This is an optimization exercise on Yosys and OpenROAD, whose aim is small area, a short achievable clock period and few clock cycles, not a production implementation.
The RTL was checked by simulation tests, not by an equivalence proof against the original design.

==> flow/design.v (excerpt) <==
module FPU
	#(
		parameter PRECISION = 32
	) (
		input [PRECISION-1:0] A,
		input [PRECISION-1:0] B,
		input Clk,
		input Reset,
		input [1:0] Operation,
		output [PRECISION-1:0] Result,
		output Done
	);
	localparam [31:0] C32 = 32'b0_01111111_11100001111000011110001;
	localparam [31:0] C48 = 32'b0_10000000_01101001011010010110101;
	localparam [31:0] TWO = 32'h40000000;
	reg [31:0] rA, rB;
	reg [1:0] rOp;
	reg [31:0] X, Y;
	reg [2:0] iter;
	reg D;
	reg sStart, sA0, sT, sS, sX, sF;
	reg negY;
	wire [31:0] Nq = {rA[31], 8'd126, rA[22:0]};
	wire [31:0] Dq = {rB[31], 8'd126, rB[22:0]};
	wire divSpecial;
	wire [31:0] divSpecialResult;
	wire [8:0] expDiff;
	FP_DivCheck chk (.A(rA), .B(rB), .special(divSpecial), .specialResult(divSpecialResult), .expDiff(expDiff));
	wire isDiv = rOp[1] & rOp[0];
	wire [31:0] mulA = sStart ? (rOp[0] ? C32 : rA) : sT ? X : sX ? {Y[31] ^ negY, Y[30:0]} : Nq;
	wire [31:0] mulB = (sStart | sT) ? {rB[31], ((sStart & ~rOp[0]) ? rB[30:23] : 8'd126), rB[22:0]} : X;
	wire [7:0] mulAdj = sF ? rA[30:23] - rB[30:23] : 8'd0;    
	wire [31:0] mulR;
	FP_Multiplier mul (.A(mulA), .B(mulB), .expAdj(mulAdj), .Result(mulR));
	wire addDiv = rOp[1];
	wire [31:0] addA = addDiv ? (sA0 ? C48 : TWO) : rA;
	wire [31:0] addB = Y;
	wire addOp = addDiv | rOp[0];
	wire [31:0] addR;
	fadd_comb add (.inA(addA), .inB(addB), .op(addOp), .out(addR));
	wire converged = (mulR[31:1] == 31'h1fc00000);
	wire stop = (mulR == X) | (iter == 3'd6);
	wire bigT = (mulR[30:23] >= 8'd152) & (mulR[30:23] != 8'hff);
	always @(posedge Clk) begin
		if (Reset) begin
			rA <= A;
			rB <= B;
			rOp <= Operation;
		end
		sStart <= Reset;
		sA0 <= ~Reset & sStart & isDiv & ~divSpecial;
		sT <= ~Reset & (sA0 | (sX & ~stop));
		sS <= ~Reset & sT & ~converged & ~bigT;
		sX <= ~Reset & (sS | (sT & ~converged & bigT));
		negY <= sT;
		sF <= ~Reset & ((sT & converged) | (sX & stop));
		D <= ~Reset & (D | (sStart & ~(isDiv & ~divSpecial)) | sF);
		if (sStart)
			X <= ~rOp[1] ? addR : ~rOp[0] ? mulR : divSpecialResult;
		if (sA0)
			X <= addR;
		if (sX | sF)
			X <= mulR;
		if (sStart | sT)
			Y <= mulR;
		if (sS)
			Y <= addR;
		if (Reset)
			Y <= B;
		if (sA0)
			iter <= 3'd1;
		if (sX)
			iter <= iter + 3'd1;
	end
	assign Result = X;
	assign Done = D;
endmodule
Size in the first run: roughly 5200 cells after synthesis, roughly 140 flip-flops, ~100 I/O pins, about 35000 sq um of cells after synthesis.
export LEC_CHECK = 0
export ABC_AREA = 1
export CAP_MARGIN = 20
export CORE_MARGIN = 2
export CORE_UTILIZATION = 40
export SLEW_MARGIN = 20
create_clock -name core_clock -period 40.0 [get_ports {Clk}]
run.sh (not shown) runs the stock make flow with config.mk's settings and CLKGATE_MAP_FILE= SYNTH_SCRIPT=/design/flow/synth_recipe.tcl, a recipe that flattens the netlist after the stock synthesis.
The baseline passed the timing, design-rule and antenna checks.
Testbench counts at the start, summed over its fixed seeds: cycles 81,175.
Then changed:
==> flow/flow/run.sh (new file) <==
#!/bin/bash
# Standard ORFS layout (the standard.sh, unchanged synthesis), with
# repair_timing asked to leave a larger setup margin than the default so the
# resizer works on the critical paths although the 40 ns clock is met.
set -euo pipefail
cd "$(dirname "$0")/.."
bash standard.sh SETUP_SLACK_MARGIN=30.6 finish > standard_flow.log 2>&1
==> flow/standard.sh (new file) <==
#!/bin/bash
# synth_recipe.tcl (not shown) runs the flow's synth.tcl, then flattens the netlist and writes it again
# the make line also repeats each setting of config.mk as NAME=value (left out here)
make -C /OpenROAD-flow-scripts/flow DESIGN_CONFIG=/design/flow/config.mk WORK_HOME=/design/flow/orfs CLKGATE_MAP_FILE= SYNTH_SCRIPT=/design/flow/synth_recipe.tcl "${@:-finish}"
removed: flow/run.sh
The new run went through all stages and came out clean.
Clock-buffer cell count is unchanged.
Global-route usage rises by 0.51 points.
Cell count goes up by a few percent.
Clock skew stays flat.
Cell area grows by a little under a tenth.

-- re-timing with driven ports --
No port has a modelled driver above. Below, the same layouts with a new extraction and two added sets of constraints.
Step 1 assumes that a clkbuf_16 drives the clock port and a buf_2 every other input.
Step 2 adds t to the input delays and takes it off the output delays; t is the mean of the earliest and latest rising clock arrival at the registers after step 1. Input paths then give back, and output paths get back, about the clock's delay inside the block.
Slacks: no drivers / after step 1 / after step 2; pairs: no drivers / after step 1.
| run | t (ns) | setup slack, ns | clock arrival spread, ns | slew at the worst register clock pin (ns) |
|---|---|---|---|---|
| the first run | 0.514 | 27.942 / 27.942 / 27.942 | 0.015 / 0.015 | 0.08 / 0.08 |
| the second run | 0.512 | 30.621 / 30.565 / 30.239 | 0.014 / 0.014 | 0.07 / 0.07 |
After both steps setup and hold are still met in every run listed. For the second run, which loses most, drivers alone change the setup slack by -0.056 ns; drivers and shift together by -0.382 ns.
